Context: an optimization exercise on an open-source flow, tuned for small area. The choices shown serve that exercise and are no tape-out recipe. In this exercise RTL edits were held to simulation tests only and were not proved equivalent to the original. Power and IR drop assume default switching activity.

==> run F <==
Design sdrc_top, start of the top module:
module sdrc_top 
           (
                   cfg_sdr_width       ,
                   cfg_colbits         ,
                    app_req        ,                   
                    app_req_addr   ,
                    app_req_len    ,
                    app_req_wr_n   ,
                    app_req_wrap   ,
                    app_req_ack    ,                  
                    app_wr_en_n    ,                   
                    app_wr_next_req,                   
                    app_rd_valid   ,                   
                    app_last_rd    ,                    
                    app_last_wr,
                    app_wr_data    ,
                    app_rd_data    ,
                    sdram_clk           ,
                    sdram_resetn        ,
                    sdr_cs_n            ,
                    sdr_cke             ,
                    sdr_ras_n           ,
                    sdr_cas_n           ,
                    sdr_we_n            ,
                    sdr_dqm             ,
                    sdr_ba              ,
                    sdr_addr            , 
                    pad_sdr_din         ,  
                    sdr_dout            ,  
                    sdr_den_n           ,  
                    sdr_init_done       ,
                    cfg_req_depth       ,	         
                    cfg_sdr_en          ,
                    cfg_sdr_mode_reg    ,
                    cfg_sdr_tras_d      ,
                    cfg_sdr_trp_d       ,
                    cfg_sdr_trcd_d      ,
                    cfg_sdr_cas         ,
                    cfg_sdr_trcar_d     ,
                    cfg_sdr_twr_d       ,
                    cfg_sdr_rfsh        ,
    	            cfg_sdr_rfmax
	    );
Settings: LEC_CHECK=0, ABC_AREA=1, CAP_MARGIN=20, CORE_MARGIN=2, CORE_UTILIZATION=40, SLEW_MARGIN=20; clock period 12.0 ns.
run.sh (not shown) runs the stock make flow with config.mk's settings and CLKGATE_MAP_FILE= SYNTH_SCRIPT=/design/flow/synth_recipe.tcl, a recipe that flattens the netlist after the stock synthesis.
==> inputs of run G, as changes to run F <==
--- a/flow/design.v
+++ b/flow/design.v
@@ -121,32 +121,27 @@
       endcase
    end
 endmodule
 `timescale 1ns/1ps
 module sdrc_bank_fsm (
    input             clk,
    input             reset_n,
    input             r2b_req,
-   input             r2b_start,
-   input             r2b_last,
-   input             r2b_wrap,
    input [12:0]      r2b_raddr,
-   input [10:0]      r2b_caddr,
-   input [8:0]       r2b_len,
    input             r2b_write,
-   output reg        b2r_ack,
+   input             page_hit,
+   output            b2r_ack,
    input             sdr_dma_last,
+   input             h_write,
    output reg        b2x_req,
-   output            b2x_start,
-   output            b2x_last,
-   output            b2x_wrap,
-   output reg [12:0] b2x_addr,
-   output [8:0]      b2x_len,
    output reg [1:0]  b2x_cmd,
+   output            idle,
+   output reg [12:0] l_raddr,
+   output reg        bank_valid,
    input             x2b_ack,
    output            tras_ok,
    input             xfr_ok,
    input             x2b_refresh,
    input             x2b_pre_ok,
    input             x2b_act_ok,
    input             x2b_rdok,
    input             x2b_wrok,
@@ -155,120 +150,87 @@
    input [3:0]       trcd_delay
 );
    localparam BANK_IDLE         = 3'b000;
    localparam BANK_PRE          = 3'b001;
    localparam BANK_ACT          = 3'b010;
    localparam BANK_XFR          = 3'b011;
    localparam BANK_DMA_LAST_PRE = 3'b100;
    reg [2:0]  bank_st, next_bank_st;
-   reg        bank_valid;
    reg [3:0]  tras_cntr, timer0;
-   reg        bank_prech_page_closed;
-   reg        l_start, l_last, l_wrap, l_write;
-   reg [8:0]  l_len;
-   reg [12:0] l_raddr;
-   reg [10:0] l_caddr;
    reg        l_sdr_dma_last;
-   wire idle = (bank_st == BANK_IDLE);
+   assign idle = (bank_st == BANK_IDLE);
+   assign b2r_ack = idle & r2b_req;
    assign tras_ok = ~|tras_cntr;
    wire timer0_tc = ~|timer0;
    wire activate_bank = (b2x_cmd == 2'b01) & x2b_ack;
    wire ld_trp  = (b2x_cmd == 2'b00) & x2b_ack;
-   wire page_hit = (r2b_raddr == l_raddr) & bank_valid;
+   wire closed = (bank_st == BANK_DMA_LAST_PRE);
    always @ (posedge clk)
       if (~reset_n) begin
          bank_valid <= 1'b0;
          tras_cntr <= 4'b0;
          timer0 <= 4'b0;
          bank_st <= BANK_IDLE;
          l_sdr_dma_last <= 1'b0;
       end
       else begin
-         bank_valid <= (x2b_refresh || bank_prech_page_closed) ? 1'b0 :
+         bank_valid <= (x2b_refresh | closed) ? 1'b0 :
                        (activate_bank) ? 1'b1 : bank_valid;
          tras_cntr <= (activate_bank) ? tras_delay :
                       (~tras_ok) ? tras_cntr - 4'b1 : 4'b0;
          timer0 <= (ld_trp) ? trp_delay :
                    (activate_bank) ? trcd_delay :
                    (~timer0_tc) ? timer0 - 4'b1 : timer0;
          bank_st <= next_bank_st;
          if (b2r_ack) l_sdr_dma_last <= sdr_dma_last;
       end
    always @ (posedge clk)
-      if (b2r_ack) begin
-         l_start <= r2b_start;
-         l_last  <= r2b_last;
-         l_len   <= r2b_len;
-         l_wrap  <= r2b_wrap;
-         l_write <= r2b_write;
-         l_raddr <= r2b_raddr;
-         l_caddr <= r2b_caddr;
-      end
+      if (b2r_ack) l_raddr <= r2b_raddr;
    always @ (*) begin
-      bank_prech_page_closed = 1'b0;
       b2x_req = 1'b0;
       b2x_cmd = 2'b00;
-      b2r_ack = 1'b0;
-      b2x_addr = {2'b0, l_caddr};
       next_bank_st = bank_st;
       case (bank_st)
          BANK_IDLE : begin
             if (r2b_req) begin
-               b2r_ack = 1'b1;
                if (page_hit) begin
                   b2x_req = xfr_ok & ((r2b_write) ? x2b_wrok : x2b_rdok);
                   b2x_cmd = {1'b1, r2b_write};
-                  b2x_addr = {2'b0, r2b_caddr};
                   next_bank_st = (x2b_ack) ? BANK_IDLE : BANK_XFR;
                end
                else begin
                   b2x_req = tras_ok & x2b_pre_ok;
-                  b2x_cmd = 2'b00;
-                  b2x_addr = r2b_raddr & 13'hBFF;
                   next_bank_st = (~l_sdr_dma_last & x2b_ack) ? BANK_ACT : BANK_PRE;
                end
             end
          end
          BANK_PRE : begin
             b2x_req = tras_ok & x2b_pre_ok;
-            b2x_cmd = 2'b00;
-            b2x_addr = l_raddr & 13'hBFF;
             next_bank_st = (x2b_ack) ? BANK_ACT : BANK_PRE;
          end
          BANK_ACT : begin
             b2x_req = timer0_tc & x2b_act_ok;
             b2x_cmd = 2'b01;
-            b2x_addr = l_raddr;
             next_bank_st = (x2b_ack) ? BANK_XFR : BANK_ACT;
          end
          BANK_XFR : begin
-            b2x_req = timer0_tc & xfr_ok & ((l_write) ? x2b_wrok : x2b_rdok);
-            b2x_cmd = {1'b1, l_write};
-            b2x_addr = {2'b0, l_caddr};
+            b2x_req = timer0_tc & xfr_ok & ((h_write) ? x2b_wrok : x2b_rdok);
+            b2x_cmd = {1'b1, h_write};
             next_bank_st = (x2b_refresh) ? BANK_ACT :
                            (x2b_ack & l_sdr_dma_last) ? BANK_DMA_LAST_PRE :
                            (x2b_ack) ? BANK_IDLE : BANK_XFR;
          end
          BANK_DMA_LAST_PRE : begin
             b2x_req = tras_ok & x2b_pre_ok;
-            b2x_cmd = 2'b00;
-            b2x_addr = l_raddr & 13'hBFF;
-            bank_prech_page_closed = 1'b1;
             next_bank_st = (x2b_ack) ? BANK_IDLE : BANK_DMA_LAST_PRE;
          end
-         default : begin
-            b2x_cmd = 2'b00;
-         end
+         default : ;
       endcase
    end
-   assign b2x_start = idle ? r2b_start : l_start;
-   assign b2x_last  = idle ? r2b_last  : l_last;
-   assign b2x_len   = idle ? r2b_len   : l_len;
-   assign b2x_wrap  = idle ? r2b_wrap  : l_wrap;
 endmodule
 `timescale 1ns/1ps
 module sdrc_bank_ctl (
    input             clk,
    input             reset_n,
    input [1:0]       a2b_req_depth,
    input             r2b_req,
    input             r2b_start,
@@ -297,57 +259,64 @@
    input             x2b_act_ok,
    input             x2b_rdok,
    input             x2b_wrok,
    input             sdr_req_norm_dma_last,
    input [3:0]       tras_delay,
    input [3:0]       trp_delay,
    input [3:0]       trcd_delay
 );
-   wire [3:0]  r2i_req, i2r_ack, i2x_req, i2x_start, i2x_last, i2x_wrap, tras_ok;
-   wire [12:0] i2x_addr [0:3];
-   wire [8:0]  i2x_len  [0:3];
-   wire [1:0]  i2x_cmd  [0:3];
+   wire [3:0]  r2i_req, i2r_ack, i2x_req, tras_ok, idle, valid;
+   wire [12:0] row [0:3];
+   wire [1:0]  i2x_cmd [0:3];
    wire [3:0]  x2i_ack, xfr_ok;
    reg [1:0]   rank_cnt;
    reg [1:0]   rank_ba0, rank_ba1, rank_ba2;
    reg [2:0]   rank_ba_last;
+   reg [10:0]  f_caddr0, f_caddr1, f_caddr2;
+   reg [8:0]   f_len0, f_len1, f_len2;
+   reg [3:0]   f_flg0, f_flg1, f_flg2;    
    wire rank_fifo_mt   = (rank_cnt == 2'b00);
    wire rank_fifo_full = (rank_cnt == a2b_req_depth);
    assign b2x_tras_ok = &tras_ok;
    assign b2r_arb_ok  = ~rank_fifo_full;
    assign b2r_ack     = |i2r_ack;
    assign b2x_idle    = rank_fifo_mt;
    wire [1:0] xfr_ba = rank_fifo_mt ? r2b_ba : rank_ba0;
    genvar g;
    generate for (g = 0; g < 4; g = g + 1) begin : gb
       assign r2i_req[g] = (r2b_ba == g) & r2b_req & ~rank_fifo_full;
       assign x2i_ack[g] = (b2x_ba == g) & x2b_ack;
       assign xfr_ok[g]  = (xfr_ba == g);
    end endgenerate
+   wire page_hit = valid[r2b_ba] & (r2b_raddr == row[r2b_ba]);
    wire [3:0] pa_req = i2x_req & {~i2x_cmd[3][1], ~i2x_cmd[2][1], ~i2x_cmd[1][1], ~i2x_cmd[0][1]};
    wire rank_req0 = i2x_req[xfr_ba];
    wire rank_req1 = rank_cnt[1] & pa_req[rank_ba1];
    wire rank_req2 = (rank_cnt == 2'd3) & pa_req[rank_ba2];
    always @ (*) begin
       b2x_req = 1'b1;
       if (rank_req0)      b2x_ba = xfr_ba;
       else if (rank_req1) b2x_ba = rank_ba1;
       else if (rank_req2) b2x_ba = rank_ba2;
       else begin
          b2x_req = 1'b0;
          b2x_ba = xfr_ba;
       end
    end
-   assign b2x_start = i2x_start[b2x_ba];
-   assign b2x_last  = i2x_last[b2x_ba];
-   assign b2x_wrap  = i2x_wrap[b2x_ba];
-   assign b2x_addr  = i2x_addr[b2x_ba];
-   assign b2x_len   = i2x_len[b2x_ba];
-   assign b2x_cmd   = i2x_cmd[b2x_ba];
+   assign b2x_cmd = i2x_cmd[b2x_ba];
+   wire [10:0] caddr = rank_fifo_mt ? r2b_caddr : f_caddr0;
+   assign b2x_len   = rank_fifo_mt ? r2b_len   : f_len0;
+   assign b2x_start = rank_fifo_mt ? r2b_start : f_flg0[3];
+   assign b2x_last  = rank_fifo_mt ? r2b_last  : f_flg0[2];
+   assign b2x_wrap  = rank_fifo_mt ? r2b_wrap  : f_flg0[1];
+   wire   h_write   = f_flg0[0];
+   wire [12:0] sel_row = idle[b2x_ba] ? r2b_raddr : row[b2x_ba];
+   assign b2x_addr = b2x_cmd[1] ? {2'b0, caddr} :
+                     {sel_row[12] & b2x_cmd[0], sel_row[11], sel_row[10] & b2x_cmd[0], sel_row[9:0]};
    wire rank_fifo_wr = b2r_ack;
    wire rank_fifo_rd = b2x_req & b2x_cmd[1] & x2b_ack;
    wire [2:0] rank_wr_sel;
    assign rank_wr_sel[0] = (rank_cnt == 2'd0) ? rank_fifo_wr :
                            (rank_cnt == 2'd1) ? rank_fifo_wr & rank_fifo_rd : 1'b0;
    assign rank_wr_sel[1] = (rank_cnt == 2'd1) ? rank_fifo_wr & ~rank_fifo_rd :
                            (rank_cnt == 2'd2) ? rank_fifo_wr & rank_fifo_rd : 1'b0;
    assign rank_wr_sel[2] = (rank_cnt == 2'd2) ? rank_fifo_wr & ~rank_fifo_rd :
@@ -368,33 +337,46 @@
          rank_ba2 <= (rank_wr_sel[2]) ? r2b_ba : (rank_fifo_rd) ? 2'b00 : rank_ba2;
          rank_ba_last[0] <= (rank_wr_sel[0]) ? sdr_req_norm_dma_last :
                             (rank_fifo_rd) ? rank_ba_last[1] : rank_ba_last[0];
          rank_ba_last[1] <= (rank_wr_sel[1]) ? sdr_req_norm_dma_last :
                             (rank_fifo_rd) ? rank_ba_last[2] : rank_ba_last[1];
          rank_ba_last[2] <= (rank_wr_sel[2]) ? sdr_req_norm_dma_last :
                             (rank_fifo_rd) ? 1'b0 : rank_ba_last[2];
       end
-   wire [3:0] dma_last_i;
+   wire [3:0] r2b_flg = {r2b_start, r2b_last, r2b_wrap, r2b_write};
+   always @ (posedge clk) begin
+      if (rank_wr_sel[0]) begin
+         f_caddr0 <= r2b_caddr; f_len0 <= r2b_len; f_flg0 <= r2b_flg;
+      end else if (rank_fifo_rd) begin
+         f_caddr0 <= f_caddr1; f_len0 <= f_len1; f_flg0 <= f_flg1;
+      end
+      if (rank_wr_sel[1]) begin
+         f_caddr1 <= r2b_caddr; f_len1 <= r2b_len; f_flg1 <= r2b_flg;
+      end else if (rank_fifo_rd) begin
+         f_caddr1 <= f_caddr2; f_len1 <= f_len2; f_flg1 <= f_flg2;
+      end
+      if (rank_wr_sel[2]) begin
+         f_caddr2 <= r2b_caddr; f_len2 <= r2b_len; f_flg2 <= r2b_flg;
+      end
+   end
+   wire [3:0] dma_last_i = {1'b0, rank_ba_last};
    generate for (g = 0; g < 4; g = g + 1) begin : gf
       sdrc_bank_fsm u_fsm (
          .clk (clk), .reset_n (reset_n),
-         .r2b_req (r2i_req[g]), .r2b_start (r2b_start), .r2b_last (r2b_last),
-         .r2b_wrap (r2b_wrap), .r2b_raddr (r2b_raddr), .r2b_caddr (r2b_caddr),
-         .r2b_len (r2b_len), .r2b_write (r2b_write), .b2r_ack (i2r_ack[g]),
-         .sdr_dma_last (dma_last_i[g]),
-         .b2x_req (i2x_req[g]), .b2x_start (i2x_start[g]), .b2x_last (i2x_last[g]),
-         .b2x_wrap (i2x_wrap[g]), .b2x_addr (i2x_addr[g]), .b2x_len (i2x_len[g]),
-         .b2x_cmd (i2x_cmd[g]), .x2b_ack (x2i_ack[g]),
+         .r2b_req (r2i_req[g]), .r2b_raddr (r2b_raddr), .r2b_write (r2b_write),
+         .page_hit (page_hit), .b2r_ack (i2r_ack[g]), .sdr_dma_last (dma_last_i[g]),
+         .h_write (h_write),
+         .b2x_req (i2x_req[g]), .b2x_cmd (i2x_cmd[g]), .idle (idle[g]),
+         .l_raddr (row[g]), .bank_valid (valid[g]), .x2b_ack (x2i_ack[g]),
          .tras_ok (tras_ok[g]), .xfr_ok (xfr_ok[g]), .x2b_refresh (x2b_refresh),
          .x2b_pre_ok (x2b_pre_ok), .x2b_act_ok (x2b_act_ok),
          .x2b_rdok (x2b_rdok), .x2b_wrok (x2b_wrok),
          .tras_delay (tras_delay), .trp_delay (trp_delay), .trcd_delay (trcd_delay));
    end endgenerate
-   assign dma_last_i = {1'b0, rank_ba_last};
 endmodule
 `timescale 1ns/1ps
 module sdrc_xfr_ctl (
    input             clk,
    input             reset_n,
    input             b2x_req,
    input             b2x_start,
    input             b2x_last,
@@ -638,46 +620,45 @@
    localparam MGM_MODE_EXT_WT  = 4'b1010;
    localparam MGM_ACTIVE       = 4'b1011;
    reg [3:0]  mgmt_st, next_mgmt_st;
    reg [3:0]  tmr0, tmr0_d;
    reg [3:0]  cntr1, cntr1_d;
    reg        ld_tmr0, ld_cntr1, dec_cntr1, set_sdr_init_done;
    reg [11:0] rfsh_timer;
    reg [2:0]  rfsh_row_cnt;
-   reg [11:0] rg_initial_delay;
+   reg [11:0] init_lfsr;
    reg        mode_set, wr_mode_set;
    wire tmr0_tc = ~|tmr0;
    wire cntr1_tc = ~|cntr1;
    wire rfsh_timer_tc = (rfsh_timer == rfsh_time);
    wire ref_req = (rfsh_row_cnt >= rfsh_rmax);
    wire precharge_ok = cb_pre_ok & b2x_tras_ok;
    always @ (posedge clk)
       if (~reset_n) begin
          mgmt_st <= MGM_POWERUP;
          tmr0 <= 4'b0;
          cntr1 <= 4'h7;
          rfsh_timer <= 12'b0;
          rfsh_row_cnt <= 3'b0;
          sdr_init_done <= 1'b0;
-         rg_initial_delay <= 12'b0;
+         init_lfsr <= 12'h001;
          init_delay_done <= 1'b0;
          mode_set <= 1'b0;
       end
       else begin
          mgmt_st <= next_mgmt_st;
          tmr0 <= (ld_tmr0) ? tmr0_d : (~tmr0_tc) ? tmr0 - 4'd1 : tmr0;
          cntr1 <= (ld_cntr1) ? cntr1_d : (dec_cntr1) ? cntr1 - 4'd1 : cntr1;
          sdr_init_done <= (set_sdr_init_done | sdr_init_done) & sdram_enable;
          rfsh_timer <= (rfsh_timer_tc) ? 12'b0 : rfsh_timer + 12'd1;
          rfsh_row_cnt <= (~set_sdr_init_done) ? 3'b0 :
                          (rfsh_timer_tc) ? rfsh_row_cnt + 3'd1 : rfsh_row_cnt;
-         if (~rg_initial_delay[11])
-            rg_initial_delay <= rg_initial_delay + 12'd1;
-         init_delay_done <= rg_initial_delay[11];
+         init_lfsr <= {init_lfsr[10:0], init_lfsr[11] ^ init_lfsr[5] ^ init_lfsr[3] ^ init_lfsr[0]};
+         init_delay_done <= init_delay_done | (init_lfsr == 12'hc83);
          mode_set <= wr_mode_set;
       end
    always @ (*) begin
       mgmt_req = 1'b1;
       mgmt_cmd = SDR_DESEL;
       mgmt_ba = 2'b0;
       mgmt_addr = 13'h400;
       ld_tmr0 = 1'b0;
==> qor summary <==
| quantity | run G | run F |
|---|---|---|
| Worst Min Path Start | u_sdrc_core.pad_sdr_din1[3]$_DFF_P_ | u_sdrc_core.pad_sdr_din1[46]$_DFF_P_ |
| Max IR drop VDD | 0.148 mV | 0.122 mV |
| Multi-input gate area in the final layout | 0.0116 sq mm | 0.0135 sq mm |
| Comb. pwr | 0.00338 W | 0.00323 W |
| Share of the final layout cell area in sequential cells | 38.9% | 37.6% |
| Pin count of the biggest net entering global routing | 71 | 79 |
| GR Util met1 | 30.1% | 33.2% |
| Number of global-route vias before repair | 23100 | 26300 |
| GR Layer Usage met3 | 6.85% | 6.16% |
| Outcome | timing/DRC/antenna clean | timing/DRC/antenna clean |
| Internal power summed over all cells | 0.00496 W | 0.00488 W |
| Switching fraction of total power | 40.3% | 40.3% |
| Average instance area after synthesis | 8.04 sq um | 7.95 sq um |
| Placer congestion estimate | 0.939 | 0.952 |
| Post-Syn Area | 0.0274 sq mm | 0.0302 sq mm |
| Tcrit/Tclk final | 94.1% | 95.6% |

static timing again, ports no longer ideal:
In the flow no input, the clock included, has a driving cell. The finished layouts below were timed again as built, in two steps.
Step 1: set_driving_cell puts a clkbuf_16 on sdram_clk and a buf_2 on each other input, an assumption about the parent block.
Step 2 times the ports against the registers' clock, not the clock port: input delays grow and output delays shrink by t, the midpoint of the rising clock arrivals with the driver on.
Three values: ideal ports, drivers, drivers and shift; two values: the first two.
| run | shift t [ns] | setup WS [ns] | latest minus earliest clock arrival (ns) | slew at the worst register clock pin (ns) |
|---|---|---|---|---|
| run F | 0.684 | 0.534 / 0.507 / 0.507 | 0.027 / 0.027 | 0.06 / 0.06 |
| run G | 0.688 | 0.709 / 0.654 / 0.654 | 0.028 / 0.029 | 0.06 / 0.06 |
After both steps setup and hold are still met in every run listed. For run G, which loses most, drivers alone change the setup slack by -0.055 ns; drivers and shift together by -0.055 ns.
